This is an optimization exercise on Yosys and OpenROAD, whose aim is small area and a short achievable clock period, not a production implementation.
Where RTL was checked, it was by simulation tests only, not by an equivalence proof against the original.

==> flow/design.v <==
`timescale 1ns / 10ps
module a_filter_approx(
    input [31:0] x_in,
    input clk,
    input [5:0] reset,
    output [31:0] y_out);
    reg [31:0] y1, y2, y3, y4, y5, y6;
    reg [31:0] j2;
    reg [31:0] i3n, i4n, i5n, i6n;
    function [41:0] add42;
        input [41:0] a, b;
        reg [41:0] g, p, x;
        integer i, l;
        begin
            x = a ^ b;
            g = a & b;
            p = x;
            for (l = 0; l < 6; l = l + 1)
                for (i = 41; i >= 0; i = i - 1)
                    if (((i >> l) & 1) && (i >= (1 << l))) begin
                        g[i] = g[i] | (p[i] & g[((i >> l) << l) - 1]);
                        p[i] = p[i] & p[((i >> l) << l) - 1];
                    end
            add42 = x ^ {g[40:0], 1'b0};
        end
    endfunction
    function [83:0] csa42;
        input [41:0] a, b, c;
        begin
            csa42 = {{(a[40:0] & b[40:0]) | (a[40:0] & c[40:0]) | (b[40:0] & c[40:0]), 1'b0},
                     a ^ b ^ c};
        end
    endfunction
    wire [83:0] c1a = csa42({y1, 10'b1111111110},
                            {6'b111111, ~y1[31], {3{y1[31]}}, y1[30:0], 1'b0},
                            {6'b0, y1[31], ~y1[30:0], 4'b1111});
    wire [83:0] c1b = csa42(c1a[41:0], c1a[83:42], {x_in, 10'b0});
    wire [41:0] n1 = c1b[41:0] + c1b[83:42];
    wire [83:0] c2a = csa42({5'd0, y1, 5'b11111}, {5'd0, j2, 5'b00010}, {5'd0, y2, 5'd0});
    wire [83:0] c2b = csa42(c2a[41:0], c2a[83:42], {5'd0, 4'b1111, y2[31], ~y2[30:0], 1'b1});
    wire [83:0] c2c = csa42(c2b[41:0], c2b[83:42], {5'd0, 4'b0000, y2[31], ~y2[31], ~y2[30:0]});
    wire [41:0] n2 = c2c[41:0] + c2c[83:42];
    wire [41:0] nj = add42({5'd0, 2'b11, ~y1[31], y1[30:0], 3'd0},
                          {5'd0, 2'b00, ~y1[31], {3{y1[31]}}, y1[30:0]});
    function [41:0] sec34;
        input [31:0] u, in, o;
        reg [83:0] r0, r1, r2;
        begin
            r0 = csa42({u, 10'h3ff}, {in, 10'h3ff}, {o, 10'h001});
            r1 = csa42(r0[41:0], r0[83:42], {9'h1ff, o[31], ~o[30:0], 1'b1});
            r2 = csa42(r1[41:0], r1[83:42], {9'h000, o[31], ~o[31], ~o[30:0]});
            sec34 = add42(r2[41:0], r2[83:42]);
        end
    endfunction
    wire [41:0] n3 = sec34(y2, i3n, y3);
    wire [41:0] n4 = sec34(y3, i4n, y4);
    function [41:0] sec56;
        input [31:0] u, in, o;
        reg [83:0] r0, r1;
        begin
            r0 = csa42({6'd0, u, 4'b1111}, {6'd0, in, 4'b1111},
                       {6'd0, 3'b111, ~o[31], o[30:0], 1'b1});
            r1 = csa42(r0[41:0], r0[83:42], {6'd0, 3'b000, ~o[31], o[31], o[30:0]});
            sec56 = add42(r1[41:0], r1[83:42]);
        end
    endfunction
    wire [41:0] n5 = sec56(y4, i5n, y5);
    wire [41:0] n6 = sec56(y5, i6n, y6);
    always @(posedge clk) begin
        y1 <= reset[0] ? 32'd0 : n1[41:10];
        y2 <= reset[1] ? 32'd0 : n2[36:5];
        j2 <= reset[1] ? 32'd0 : nj[36:5];
        y3 <= reset[2] ? 32'd0 : n3[41:10];
        i3n <= ~(reset[2] ? 32'd0 : y2);
        y4 <= reset[3] ? 32'd0 : n4[41:10];
        i4n <= ~(reset[3] ? 32'd0 : y3);
        y5 <= reset[4] ? 32'd0 : n5[35:4];
        i5n <= ~(reset[4] ? 32'd0 : y4);
        y6 <= reset[5] ? 32'd0 : n6[35:4];
        i6n <= ~(reset[5] ? 32'd0 : y5);
    end
    assign y_out = y6;
endmodule
==> flow/config.mk <==
export PLATFORM = sky130hd
export DESIGN_NAME = a_filter_approx
export DESIGN_NICKNAME = a_filter_approx
export VERILOG_FILES = /design/flow/design.v
export SDC_FILE = /design/flow/constraint.sdc
export NUM_CORES = 4
export LEC_CHECK = 0
export ABC_AREA = 1
export CAP_MARGIN = 20
export CORE_MARGIN = 2
export CORE_UTILIZATION = 40
export CTS_CLUSTER_DIAMETER = 100
export CTS_CLUSTER_SIZE = 22
export SETUP_SLACK_MARGIN = 5
export SLEW_MARGIN = 20
==> flow/constraint.sdc <==
create_clock -name core_clock -period 10.0 [get_ports {clk}]
set_input_delay 2.0000 -clock core_clock [delete_from_list [all_inputs] [get_ports {clk}]]
set_output_delay 2.0000 -clock core_clock [all_outputs]
set_load 0.01 [all_outputs]
run.sh (not shown) runs the stock make flow with config.mk's settings and CLKGATE_MAP_FILE= SYNTH_SCRIPT=/design/flow/synth_recipe.tcl, a recipe that flattens the netlist after the stock synthesis.
Change:
--- a/flow/design.v
+++ b/flow/design.v
@@ -36,13 +36,13 @@
                             {6'b0, y1[31], ~y1[30:0], 4'b1111});
     wire [83:0] c1b = csa42(c1a[41:0], c1a[83:42], {x_in, 10'b0});
     wire [41:0] n1 = c1b[41:0] + c1b[83:42];
     wire [83:0] c2a = csa42({5'd0, y1, 5'b11111}, {5'd0, j2, 5'b00010}, {5'd0, y2, 5'd0});
     wire [83:0] c2b = csa42(c2a[41:0], c2a[83:42], {5'd0, 4'b1111, y2[31], ~y2[30:0], 1'b1});
     wire [83:0] c2c = csa42(c2b[41:0], c2b[83:42], {5'd0, 4'b0000, y2[31], ~y2[31], ~y2[30:0]});
-    wire [41:0] n2 = c2c[41:0] + c2c[83:42];
+    wire [41:0] n2 = add42(c2c[41:0], c2c[83:42]);
     wire [41:0] nj = add42({5'd0, 2'b11, ~y1[31], y1[30:0], 3'd0},
                           {5'd0, 2'b00, ~y1[31], {3{y1[31]}}, y1[30:0]});
     function [41:0] sec34;
         input [31:0] u, in, o;
         reg [83:0] r0, r1, r2;
         begin
Via count fell by 5.0%.
Utilization barely changes.
Cell count fell by 2.3%.
Non-clock buffer count rose by 2.
Final area fell by 1.6%.
Worst hold slack barely changes.
Worst setup slack is better by 0.023 ns.
Routed wire length fell by 7.5%.
Sequential share of layout area rose by 0.33 points.
Critical path depth rose by 2.
Global-route usage fell by 0.87 points.
Fmax rose by 0.56%.

========
## run 1
Starts from the design.v that is shown in full above.
==> flow/config.mk <==
export PLATFORM = sky130hd
export DESIGN_NAME = a_filter_approx
export DESIGN_NICKNAME = a_filter_approx
export VERILOG_FILES = /design/flow/design.v
export SDC_FILE = /design/flow/constraint.sdc
export NUM_CORES = 4
export LEC_CHECK = 0
export ABC_AREA = 1
export CAP_MARGIN = 20
export CORE_MARGIN = 2
export CORE_UTILIZATION = 40
export CTS_CLUSTER_DIAMETER = 100
export CTS_CLUSTER_SIZE = 22
export SETUP_SLACK_MARGIN = 5
export SLEW_MARGIN = 20
export BUFFER_PORTS_ARGS = -buffer_cell sky130_fd_sc_hd__buf_2
==> flow/constraint.sdc <==
create_clock -name core_clock -period 10.0 [get_ports {clk}]
set_input_delay 2.0000 -clock core_clock [delete_from_list [all_inputs] [get_ports {clk}]]
set_output_delay 2.0000 -clock core_clock [all_outputs]
set_load 0.01 [all_outputs]
standard.sh (not shown) runs the stock make flow with config.mk's settings and CLKGATE_MAP_FILE= SYNTH_SCRIPT=/design/flow/synth_recipe.tcl, a recipe that flattens the netlist after the stock synthesis.
==> flow/flow/run.sh <==
#!/bin/bash
set -e
echo 'export BUFFER_PORTS_ARGS = -buffer_cell sky130_fd_sc_hd__buf_2' >> config.mk
sed 's/SETUP_SLACK_MARGIN=5 /SETUP_SLACK_MARGIN=6.3 /' standard.sh > standard_m.sh
grep -q 'SETUP_SLACK_MARGIN=6.3 ' standard_m.sh
bash standard_m.sh > standard.log 2>&1
[inputs] run 2 vs run 1
--- a/flow/design.v
+++ b/flow/design.v
@@ -38,9 +38,9 @@
     wire [41:0] n1 = c1b[41:0] + c1b[83:42];
     wire [83:0] c2a = csa42({5'd0, y1, 5'b11111}, {5'd0, j2, 5'b00010}, {5'd0, y2, 5'd0});
     wire [83:0] c2b = csa42(c2a[41:0], c2a[83:42], {5'd0, 4'b1111, y2[31], ~y2[30:0], 1'b1});
     wire [83:0] c2c = csa42(c2b[41:0], c2b[83:42], {5'd0, 4'b0000, y2[31], ~y2[31], ~y2[30:0]});
-    wire [41:0] n2 = c2c[41:0] + c2c[83:42];
+    wire [41:0] n2 = add42(c2c[41:0], c2c[83:42]);
     wire [41:0] nj = add42({5'd0, 2'b11, ~y1[31], y1[30:0], 3'd0},
                           {5'd0, 2'b00, ~y1[31], {3{y1[31]}}, y1[30:0]});
     function [41:0] sec34;
         input [31:0] u, in, o;
==> run summary <==
Lower via count of the routed design was reported by run 2, not run 1.
Non-clock buffer count in the final layout delta for run 2 relative to run 1: about 47% higher
Run 1 and run 2 ended up with nearly the same post-synthesis xor/xnor area fraction.
Of run 1 and run 2, the run reporting the higher number of clock-tree buffers in the layout was run 1.
Synthesized cell count went down by a few percent going from run 1 to run 2.
The ratio of cells with drive above 1 in the final layout of run 2 exceeds that of run 1 by 1.6 points.
Compared to run 1, run 2 has instance count after placement with tap cells included 125 lower.
On least setup slack across all paths after layout, the higher figure sits with run 1, not run 2.
Run 2 ends up with higher number of antenna violations at the first check in global routing than run 1 does.
On register fraction of the total cell area, run 1 and run 2 are neck and neck.

========
Another version of the RTL of a_filter_approx (not shown whole).
Size: roughly 350 flip-flops, ~71 I/O pins, about 33,000 µm² of cells after synthesis.
==> module a_filter_approx, before the edit <==
module a_filter_approx(
    input [31:0] x_in,
    input clk,
    input [5:0] reset,
    output [31:0] y_out);
    reg [31:0] y1, y2, y3, y4, y5, y6;
    reg [31:0] j2;
    reg [31:0] i3n, i4n, i5n, i6n;
    function [41:0] add42;
        input [41:0] a, b;
        reg [41:0] g, p, x;
        integer i, l;
        begin
            x = a ^ b;
            g = a & b;
            p = x;
            for (l = 0; l < 6; l = l + 1)
                for (i = 41; i >= 0; i = i - 1)
                    if (((i >> l) & 1) && (i >= (1 << l))) begin
                        g[i] = g[i] | (p[i] & g[((i >> l) << l) - 1]);
                        p[i] = p[i] & p[((i >> l) << l) - 1];
                    end
            add42 = x ^ {g[40:0], 1'b0};
        end
    endfunction
    function [83:0] csa42;
        input [41:0] a, b, c;
        begin
            csa42 = {{(a[40:0] & b[40:0]) | (a[40:0] & c[40:0]) | (b[40:0] & c[40:0]), 1'b0},
                     a ^ b ^ c};
        end
    endfunction
    function [31:0] add32;
        input [31:0] a, b;
        reg [31:0] g, p, x;
        integer i, l;
        begin
            x = a ^ b;
            g = a & b;
            p = x;
            for (l = 0; l < 5; l = l + 1)
                for (i = 31; i >= 0; i = i - 1)
                    if (((i >> l) & 1) && (i >= (1 << l))) begin
                        g[i] = g[i] | (p[i] & g[((i >> l) << l) - 1]);
                        p[i] = p[i] & p[((i >> l) << l) - 1];
                    end
            add32 = x ^ {g[30:0], 1'b0};
        end
    endfunction
    function [63:0] csa32;
        input [31:0] a, b, c;
        input ci;
        begin
            csa32 = {{(a[30:0] & b[30:0]) | (a[30:0] & c[30:0]) | (b[30:0] & c[30:0]), ci},
                     a ^ b ^ c};
        end
    endfunction
    wire [83:0] c1a = csa42({y1, 10'b1111111110},
                            {6'b111111, ~y1[31], {3{y1[31]}}, y1[30:0], 1'b0},
                            {6'b0, y1[31], ~y1[30:0], 4'b1111});
    wire [83:0] c1b = csa42(c1a[41:0], c1a[83:42], {x_in, 10'b0});
    wire [41:0] n1 = c1b[41:0] + c1b[83:42];
    wire [83:0] c2a = csa42({5'd0, y1, 5'b11111}, {5'd0, j2, 5'b00010}, {5'd0, y2, 5'd0});
    wire [83:0] c2b = csa42(c2a[41:0], c2a[83:42], {5'd0, 4'b1111, y2[31], ~y2[30:0], 1'b1});
    wire [83:0] c2c = csa42(c2b[41:0], c2b[83:42], {5'd0, 4'b0000, y2[31], ~y2[31], ~y2[30:0]});
    wire [41:0] n2 = c2c[41:0] + c2c[83:42];
    wire [41:0] nj = add42({5'd0, 2'b11, ~y1[31], y1[30:0], 3'd0},
                          {5'd0, 2'b00, ~y1[31], {3{y1[31]}}, y1[30:0]});
    function [31:0] sec34;
        input [31:0] u, in, o;
        reg [63:0] r0, r1, r2;
        begin
            r0 = csa32(u, in, o, 1'b1);
            r1 = csa32(r0[31:0], r0[63:32], {9'h1ff, o[31], ~o[30:10], 1'b1}, o[9:0] <= 10'd681);
            r2 = csa32(r1[31:0], r1[63:32], {9'h000, o[31], ~o[31], ~o[30:10]}, o[9:0] <= 10'd340);
            sec34 = r2[31:0] + r2[63:32];
        end
    endfunction
    wire [31:0] n3 = sec34(y2, i3n, y3);
    wire [31:0] n4 = sec34(y3, i4n, y4);
    function [41:0] sec56;
        input [31:0] u, in, o;
        reg [83:0] r0, r1;
        begin
            r0 = csa42({6'd0, u, 4'b1111}, {6'd0, in, 4'b1111},
                       {6'd0, 3'b111, ~o[31], o[30:0], 1'b1});
            r1 = csa42(r0[41:0], r0[83:42], {6'd0, 3'b000, ~o[31], o[31], o[30:0]});
            sec56 = add42(r1[41:0], r1[83:42]);
        end
    endfunction
    wire [41:0] n5 = sec56(y4, i5n, y5);
    wire [41:0] n6 = sec56(y5, i6n, y6);
    always @(posedge clk) begin
        y1 <= reset[0] ? 32'd0 : n1[41:10];
        y2 <= reset[1] ? 32'd0 : n2[36:5];
        j2 <= reset[1] ? 32'd0 : nj[36:5];
        y3 <= reset[2] ? 32'd0 : n3;
        i3n <= ~(reset[2] ? 32'd0 : y2);
        y4 <= reset[3] ? 32'd0 : n4;
        i4n <= ~(reset[3] ? 32'd0 : y3);
        y5 <= reset[4] ? 32'd0 : n5[35:4];
        i5n <= ~(reset[4] ? 32'd0 : y4);
        y6 <= reset[5] ? 32'd0 : n6[35:4];
        i6n <= ~(reset[5] ? 32'd0 : y5);
    end
    assign y_out = y6;
endmodule
clock: 10.0 ns
lec_check: 0
abc_area: 1
cap_margin: 20
core_margin: 2
core_utilization: 40
cts_cluster_diameter: 100
cts_cluster_size: 22
setup_slack_margin: 5
slew_margin: 20
buffer_ports_args: -buffer_cell sky130_fd_sc_hd__buf_2
Scripts as last shown in full above: flow/flow/run.sh
Change:
--- a/flow/design.v
+++ b/flow/design.v
@@ -72,11 +72,11 @@
         reg [63:0] r0, r1, r2;
         begin
             r0 = csa32(u, in, o, 1'b1);
             r1 = csa32(r0[31:0], r0[63:32], {9'h1ff, o[31], ~o[30:10], 1'b1}, o[9:0] <= 10'd681);
             r2 = csa32(r1[31:0], r1[63:32], {9'h000, o[31], ~o[31], ~o[30:10]}, o[9:0] <= 10'd340);
-            sec34 = r2[31:0] + r2[63:32];
+            sec34 = add32(r2[31:0], r2[63:32]);
         end
     endfunction
     wire [31:0] n3 = sec34(y2, i3n, y3);
     wire [31:0] n4 = sec34(y3, i4n, y4);
     function [41:0] sec56;
What happened: Count of clock-buffer cells in the layout decreases by 2. Non-clock buffer count rose by 26. Maximum frequency barely changes. Final area shrinks by 0.49%. Global-route usage decreases by 0.94 points. Clock skew falls by 16 ps. First-iteration DRC count fell by about 11%. Area after synthesis shrinks by about 1.8%.
The RTL of the first run of this note was laid out without a check of its function.

========
Another version of the RTL of a_filter_approx (not shown whole).
Size in the first run: ~3100 cells after synthesis, about 71 I/O pins, roughly 31000 um2 of cells after synthesis.
==> module a_filter_approx, before the edit <==
module a_filter_approx(
    input [31:0] x_in,
    input clk,
    input [5:0] reset,
    output [31:0] y_out);
    reg [31:0] y1, y2, y3, y4, y5, y6;
    reg [31:0] j2;
    reg [31:0] i3n, i4n, i5n, i6n;
    function [41:0] add42;
        input [41:0] a, b;
        reg [41:0] g, p, x;
        integer i, l;
        begin
            x = a ^ b;
            g = a & b;
            p = x;
            for (l = 0; l < 6; l = l + 1)
                for (i = 41; i >= 0; i = i - 1)
                    if (((i >> l) & 1) && (i >= (1 << l))) begin
                        g[i] = g[i] | (p[i] & g[((i >> l) << l) - 1]);
                        p[i] = p[i] & p[((i >> l) << l) - 1];
                    end
            add42 = x ^ {g[40:0], 1'b0};
        end
    endfunction
    function [83:0] csa42;
        input [41:0] a, b, c;
        begin
            csa42 = {{(a[40:0] & b[40:0]) | (a[40:0] & c[40:0]) | (b[40:0] & c[40:0]), 1'b0},
                     a ^ b ^ c};
        end
    endfunction
    wire [83:0] c1a = csa42({y1, 10'b1111111110}, {{9{y1[31]}}, y1, 1'b0},
                            ~{{6{y1[31]}}, y1, 4'b0});
    wire [83:0] c1b = csa42(c1a[41:0], c1a[83:42], {x_in, 10'b0});
    wire [41:0] n1 = c1b[41:0] + c1b[83:42];
    wire [83:0] c2a = csa42({5'd0, y1, 5'b11111}, {5'd0, j2, 5'b00010}, {5'd0, y2, 5'd0});
    wire [83:0] c2b = csa42(c2a[41:0], c2a[83:42], {5'd0, ~{{4{y2[31]}}, y2, 1'b0}});
    wire [83:0] c2c = csa42(c2b[41:0], c2b[83:42], {5'd0, ~{{5{y2[31]}}, y2}});
    wire [41:0] n2 = add42(c2c[41:0], c2c[83:42]);
    wire [41:0] nj = add42({5'd0, {2{y1[31]}}, y1, 3'd0}, {5'd0, {5{y1[31]}}, y1});
    function [41:0] sec34;
        input [31:0] u, in, o;
        reg [83:0] r0, r1, r2;
        begin
            r0 = csa42({u, 10'h3ff}, {in, 10'h3ff}, {o, 10'h001});
            r1 = csa42(r0[41:0], r0[83:42], ~{{9{o[31]}}, o, 1'b0});
            r2 = csa42(r1[41:0], r1[83:42], ~{{10{o[31]}}, o});
            sec34 = add42(r2[41:0], r2[83:42]);
        end
    endfunction
    wire [41:0] n3 = sec34(y2, i3n, y3);
    wire [41:0] n4 = sec34(y3, i4n, y4);
    function [41:0] sec56;
        input [31:0] u, in, o;
        reg [83:0] r0, r1;
        begin
            r0 = csa42({6'd0, u, 4'b1111}, {6'd0, in, 4'b1111},
                       {6'd0, {3{o[31]}}, o, 1'b1});
            r1 = csa42(r0[41:0], r0[83:42], {6'd0, {4{o[31]}}, o});
            sec56 = add42(r1[41:0], r1[83:42]);
        end
    endfunction
    wire [41:0] n5 = sec56(y4, i5n, y5);
    wire [41:0] n6 = sec56(y5, i6n, y6);
    always @(posedge clk) begin
        y1 <= reset[0] ? 32'd0 : n1[41:10];
        y2 <= reset[1] ? 32'd0 : n2[36:5];
        j2 <= reset[1] ? 32'd0 : nj[36:5];
        y3 <= reset[2] ? 32'd0 : n3[41:10];
        i3n <= ~(reset[2] ? 32'd0 : y2);
        y4 <= reset[3] ? 32'd0 : n4[41:10];
        i4n <= ~(reset[3] ? 32'd0 : y3);
        y5 <= reset[4] ? 32'd0 : n5[35:4];
        i5n <= ~(reset[4] ? 32'd0 : y4);
        y6 <= reset[5] ? 32'd0 : n6[35:4];
        i6n <= ~(reset[5] ? 32'd0 : y5);
    end
    assign y_out = y6;
endmodule
Settings: LEC_CHECK=0, CAP_MARGIN=20, CORE_MARGIN=2, CORE_UTILIZATION=40, SLEW_MARGIN=20; clock period 10.0 ns.
run.sh (not shown) runs the stock make flow with config.mk's settings and CLKGATE_MAP_FILE= SYNTH_SCRIPT=/design/flow/synth_recipe.tcl, a recipe that flattens the netlist after the stock synthesis.
Stock flow here: none of the scripts above is used.
Then changed:
--- a/flow/design.v
+++ b/flow/design.v
@@ -31,26 +31,29 @@
                      a ^ b ^ c};
         end
     endfunction
     wire [83:0] c1a = csa42({y1, 10'b1111111110}, {{9{y1[31]}}, y1, 1'b0},
                             ~{{6{y1[31]}}, y1, 4'b0});
     wire [83:0] c1b = csa42(c1a[41:0], c1a[83:42], {x_in, 10'b0});
-    wire [41:0] n1 = c1b[41:0] + c1b[83:42];
-    wire [83:0] c2a = csa42({5'd0, y1, 5'b11111}, {5'd0, j2, 5'b00010}, {5'd0, y2, 5'd0});
-    wire [83:0] c2b = csa42(c2a[41:0], c2a[83:42], {5'd0, ~{{4{y2[31]}}, y2, 1'b0}});
-    wire [83:0] c2c = csa42(c2b[41:0], c2b[83:42], {5'd0, ~{{5{y2[31]}}, y2}});
-    wire [41:0] n2 = add42(c2c[41:0], c2c[83:42]);
+    wire [41:0] n1 = add42(c1b[41:0], c1b[83:42]);
+    wire [83:0] c2a = csa42({5'd0, y1, 5'b00001}, {5'd0, j2, 5'd0}, {5'd0, y2, 5'd0});
+    wire [83:0] c2b = csa42({5'd0, ~{{4{y2[31]}}, y2, 1'b0}}, {5'd0, ~{{5{y2[31]}}, y2}},
+                            42'd32);
+    wire [83:0] c2c = csa42(c2a[41:0], c2a[83:42], c2b[41:0]);
+    wire [83:0] c2d = csa42(c2c[41:0], c2c[83:42], c2b[83:42]);
+    wire [41:0] n2 = add42(c2d[41:0], c2d[83:42]);
     wire [41:0] nj = add42({5'd0, {2{y1[31]}}, y1, 3'd0}, {5'd0, {5{y1[31]}}, y1});
     function [41:0] sec34;
         input [31:0] u, in, o;
-        reg [83:0] r0, r1, r2;
+        reg [83:0] r0, r1, r2, r3;
         begin
-            r0 = csa42({u, 10'h3ff}, {in, 10'h3ff}, {o, 10'h001});
-            r1 = csa42(r0[41:0], r0[83:42], ~{{9{o[31]}}, o, 1'b0});
-            r2 = csa42(r1[41:0], r1[83:42], ~{{10{o[31]}}, o});
-            sec34 = add42(r2[41:0], r2[83:42]);
+            r0 = csa42({u, 10'b0}, {in, 10'b1111111111}, {o, 10'b0});
+            r1 = csa42(~{{9{o[31]}}, o, 1'b0}, ~{{10{o[31]}}, o}, 42'd1024);
+            r2 = csa42(r0[41:0], r0[83:42], r1[41:0]);
+            r3 = csa42(r2[41:0], r2[83:42], r1[83:42]);
+            sec34 = add42(r3[41:0], r3[83:42]);
         end
     endfunction
     wire [41:0] n3 = sec34(y2, i3n, y3);
     wire [41:0] n4 = sec34(y3, i4n, y4);
     function [41:0] sec56;
         input [31:0] u, in, o;
The new run passed the timing, DRC and antenna checks; non-clock buffer count is lower by 4; wire length is lower by 4.5%; die area is higher by 2.4%; flip-flop and latch count stays the same; final area is higher by 2.2%; area after synthesis is higher by 2.4%; worst setup slack loses 0.085 ns; hold slack loses 0.055 ns; clock-buffer cell count is lower by 6; global-route usage is lower by 1.5 points; maximum frequency is lower by 1.7%.
Only the layout flow was run in the second run of this note; the RTL was not checked for function there.

## port drivers added, routing unchanged
The flow's constraints put no driver on any port. The routed layouts listed below were extracted and timed again, unchanged, in two steps. Step 1 assumes that a clkbuf_16 drives the clock port and a buf_2 every other input. Step 2 moves the port delays by t, midway between the first and last clock arrival at a register: inputs arrive t later, outputs are due t later. That takes back most of the time a late clock gives input paths. Slacks: ideal / step 1 / step 2; pairs: ideal / step 1.
run | shift t [ns] | slack for setup (ns) | clock arrival spread, ns | worst register clock-pin slew, ns
the first run of note 1 | 0.647 | 5.855 / 5.895 / 5.249 | 0.042 / 0.043 | 0.10 / 0.10
the second run of note 1 | 0.629 | 5.878 / 5.914 / 5.285 | 0.029 / 0.030 | 0.10 / 0.10
run 1 | 0.661 | 6.423 / 6.423 / 5.818 | 0.037 / 0.037 | 0.10 / 0.10
run 2 | 0.643 | 6.363 / 6.363 / 5.831 | 0.031 / 0.032 | 0.10 / 0.10
the first run of note 3 | 0.650 | 6.352 / 6.395 / 5.745 | 0.050 / 0.050 | 0.10 / 0.10
the second run of note 3 | 0.649 | 6.358 / 6.358 / 5.772 | 0.035 / 0.035 | 0.10 / 0.10
the first run of note 4 | 0.641 | 5.008 / 5.047 / 4.406 | 0.039 / 0.039 | 0.06 / 0.06
the second run of note 4 | 0.645 | 4.923 / 4.967 / 4.322 | 0.037 / 0.037 | 0.06 / 0.06
After both steps every run listed still meets setup and hold. The setup slack of the first run of note 3, which loses most, moves by +0.043 ns with the drivers and by -0.607 ns with both steps.
